Context: an optimization exercise on an open-source flow, tuned for a short achievable clock period and few clock cycles per item. The choices shown serve that exercise and are no tape-out recipe. The flow treats the clock pin as an ideal source. Dropping or thinning the clock tree relies on that and would not hold on a real chip. No activity file was given, so power comes from the tool's default toggle rates.

// dram_controller
module dram_controller #
  (
    parameter   integer NUMBER_OF_COLUMNS = 8,
    parameter   integer NUMBER_OF_ROWS = 128,
    parameter   integer NUMBER_OF_BANKS = 8,
    parameter   integer REFRESH_RATE = 125,  
    parameter   integer CLK_FREQUENCY = 100,  
    parameter   integer U_DATA_WIDTH = 2,
    parameter   integer DRAM_DATA_WIDTH = 2,
    parameter integer COLUMN_WIDTH = $clog2(NUMBER_OF_COLUMNS/DRAM_DATA_WIDTH),
    parameter integer ROW_WIDTH = $clog2(NUMBER_OF_ROWS),
    parameter integer BANK_ID_WIDTH = $clog2(NUMBER_OF_BANKS),
    parameter integer U_ADDR_WIDTH = BANK_ID_WIDTH + ROW_WIDTH + COLUMN_WIDTH,
    parameter integer CYCLES_BETWEEN_REFRESH = CLK_FREQUENCY*REFRESH_RATE - 100,
    parameter integer DRAM_ADDR_WIDTH = ROW_WIDTH > COLUMN_WIDTH ? ROW_WIDTH : COLUMN_WIDTH,
    parameter integer REFRESH_COUNTER_WIDTH = $clog2(CYCLES_BETWEEN_REFRESH)
  )
  (
    input                         u_rst_n,
    input                         u_clk,
    input                         u_en,
    input   [U_ADDR_WIDTH-1:0]    u_addr,
    input   [U_DATA_WIDTH-1:0]    u_data_i,
    input                         u_cmd,
    output  [U_DATA_WIDTH-1:0]    u_data_o,
    output                        u_data_valid,
    output                        u_cmd_ack,
    output                        u_busy,
    input   [DRAM_DATA_WIDTH-1:0]   dram_rd_data,
  ...
==> flow/config.mk <==
export PLATFORM = sky130hd
export DESIGN_NAME = dram_controller
export DESIGN_NICKNAME = dram_controller
export VERILOG_FILES = /design/flow/design.v
export SDC_FILE = /design/flow/constraint.sdc
export NUM_CORES = 4
export LEC_CHECK = 0
export ABC_CLOCK_PERIOD_IN_PS = 1500
export CAP_MARGIN = 20
export CORE_MARGIN = 2
export CORE_UTILIZATION = 40
export SETUP_SLACK_MARGIN = 3.5
export SLEW_MARGIN = 20
==> flow/constraint.sdc <==
create_clock -name core_clock -period 5.0 [get_ports {u_clk}]
set_input_delay 1.0000 -clock core_clock [delete_from_list [all_inputs] [get_ports {u_clk}]]
set_output_delay 1.0000 -clock core_clock [all_outputs]
set_load 0.01 [all_outputs]
standard.sh (not shown) runs the stock make flow with config.mk's settings and CLKGATE_MAP_FILE= SYNTH_SCRIPT=/design/flow/synth_recipe.tcl, a recipe that flattens the netlist after the stock synthesis.
==> flow/flow/run.sh <==
#!/bin/bash
# The standard layout, with one change: cts_pre.tcl builds a shallow two-level
# clock tree by hand in place of TritonCTS.
set -euo pipefail
export PRE_CTS_TCL="$PWD/flow/cts_pre.tcl"
export FLOW_ROOT_BUF=sky130_fd_sc_hd__buf_16
export FLOW_LEAF_BUF=sky130_fd_sc_hd__buf_16
export FLOW_LEAF_SPLIT=4
bash standard.sh finish > standard.log 2>&1
Other scripts of this flow, unchanged in this note and not shown: flow/flow/cts_pre.tcl
The baseline passed the timing, DRC and antenna checks.
Rerun with:
--- a/flow/design.v
+++ b/flow/design.v
@@ -74,14 +74,17 @@
     reg [6:0]                   rlo_r;      
     reg                         rlo_end_r;  
     reg [6:0]                   rhi_r;      
     reg                         rpend_r;    
     reg                         rfsh_r;     
     reg                         drain_r;    
     reg [BANK_ID_WIDTH-1:0]     rb_r;       
+    reg                         rp_v_r;     
+    reg [BANK_ID_WIDTH-1:0]     rp_bank_r;
+    reg [ROW_WIDTH-1:0]         rp_row_r;
     assign u_cmd_ack    = ack_r;
     assign u_busy       = busy_r;
     assign u_data_valid = valid_r;
     assign u_data_o     = data_o_r;
     assign dram_wr_data = wdata_r;
     assign dram_addr    = addr_r;
     assign dram_bank_id = bank_r;
@@ -93,16 +96,16 @@
     wire h_any   = h_pre || h_act || h_col;
     wire h_free  = !h_pre && !h_act && !rfsh_r;
     wire b_move  = b_v && h_free;
     wire b_load  = !b_v || h_free;
     wire a_load  = !a_v || b_load;
     wire take_ok = u_en && !(rpend_r && !rfsh_r);
     wire accept  = a_load && take_ok;
-    wire do_rpre = drain_r && !rfsh_r && open_r[rb_r];
-    wire do_ref  = drain_r && !rfsh_r && (open_r == 0);
+    wire do_rpre = rp_v_r;
+    wire do_ref  = drain_r && !rfsh_r && !rp_v_r && (open_r == 0);
     integer i;
     reg                  b_open, b_hit;
     reg [ROW_WIDTH-1:0]  b_orow;
     reg [ROW_WIDTH-1:0]  orow_n [0:NB-1];
     always @* begin
       b_open = 1'b0;
       b_hit  = 1'b0;
@@ -136,14 +139,15 @@
         valid_r <= 1'b0;
         rlo_r <= 0;
         rlo_end_r <= 1'b0;
         rhi_r <= 0;
         rpend_r <= 1'b0;
         rfsh_r <= 1'b0;
         drain_r <= 1'b0;
+        rp_v_r <= 1'b0;
       end else begin
         ack_r <= accept;
         if (a_load) a_v <= take_ok;
         if (b_load) b_v <= a_v;
         if (b_move) begin
           h_pre <= b_open && !b_hit;
           h_act <= !b_open;
@@ -159,17 +163,18 @@
         rd0_r <= h_col && !h_wr;
         rd1_r <= rd0_r;
         valid_r <= rd1_r;
         busy_r <= h_any || do_rpre || do_ref || a_v || b_v;
         for (i = 0; i < NB; i = i + 1) begin
           if (h_boh[i] && h_pre) open_r[i] <= 1'b0;
           if (h_boh[i] && h_act) open_r[i] <= 1'b1;
-          if (do_rpre && rb_r == i) open_r[i] <= 1'b0;
+          if (do_rpre && rp_bank_r == i) open_r[i] <= 1'b0;
         end
         drain_r <= rpend_r && !rfsh_r && !a_v && !b_v && !h_any;
+        rp_v_r <= drain_r && !rfsh_r && open_r[rb_r];
         if (rfsh_r) begin
           if (dram_refresh_done) begin
             rfsh_r <= 1'b0;
             rpend_r <= 1'b0;
             rlo_r <= 0;
             rlo_end_r <= 1'b0;
             rhi_r <= 0;
@@ -208,15 +213,17 @@
         h_cadr <= b_col;
         h_wr   <= b_wr;
         h_data <= b_data;
       end
       for (i = 0; i < NB; i = i + 1)
         if (h_boh[i] && h_act) orow_r[i] <= h_row;
       if (drain_r && !rfsh_r) rb_r <= rb_r + 1'b1;
+      rp_bank_r <= rb_r;
+      rp_row_r <= orow_r[rb_r];
       addr_r  <= h_col ? {{(DRAM_ADDR_WIDTH-COLUMN_WIDTH){1'b0}}, h_cadr} :
                  h_pre ? h_prow :
-                 h_act ? h_row : orow_r[rb_r];
-      bank_r  <= h_any ? h_bank : rb_r;
+                 h_act ? h_row : rp_row_r;
+      bank_r  <= h_any ? h_bank : rp_bank_r;
       wdata_r <= h_data;
       data_o_r <= dram_rd_data;
     end
 endmodule
What happened:
- maximum frequency is higher by 4.1%
- combinational power drops by 5.1%
- cell count is lower by 0.76%
- wire length rises by 5.0%
- clock skew rose by 22 ps
- via count went up by 0.48%
- cell area goes down by 3.7%
- die area went up by 3.5%
- total power is higher by 3.3%
- utilization shrinks by 4.0 points
Function was not checked in any run of this note: the RTL went through the layout flow alone. In every run of this note, the design's own scripts or RTL, not TritonCTS, make the clock network.

==> static timing again, ports no longer ideal <==
No port has a modelled driver above. Below, the same layouts with a new extraction and two added sets of constraints. Step 1 assumes that a clkbuf_16 drives the clock port and a buf_2 every other input. Step 2 moves the port delays by t, midway between the first and last clock arrival at a register: inputs arrive t later, outputs are due t later. That takes back most of the time a late clock gives input paths. a / b / c = ideal ports / drivers / drivers and shift; a / b = the first two.
run | shift t [ns] | setup slack, ns | worst slew at a driven data input, ns | pins driven straight from the clock port
the first run | 0.384 | 2.913 / 2.913 / 2.913 | 0.03 | 4
the second run | 0.393 | 2.996 / 2.996 / 2.996 | 0.04 | 4
After both steps every run listed still meets setup and hold.
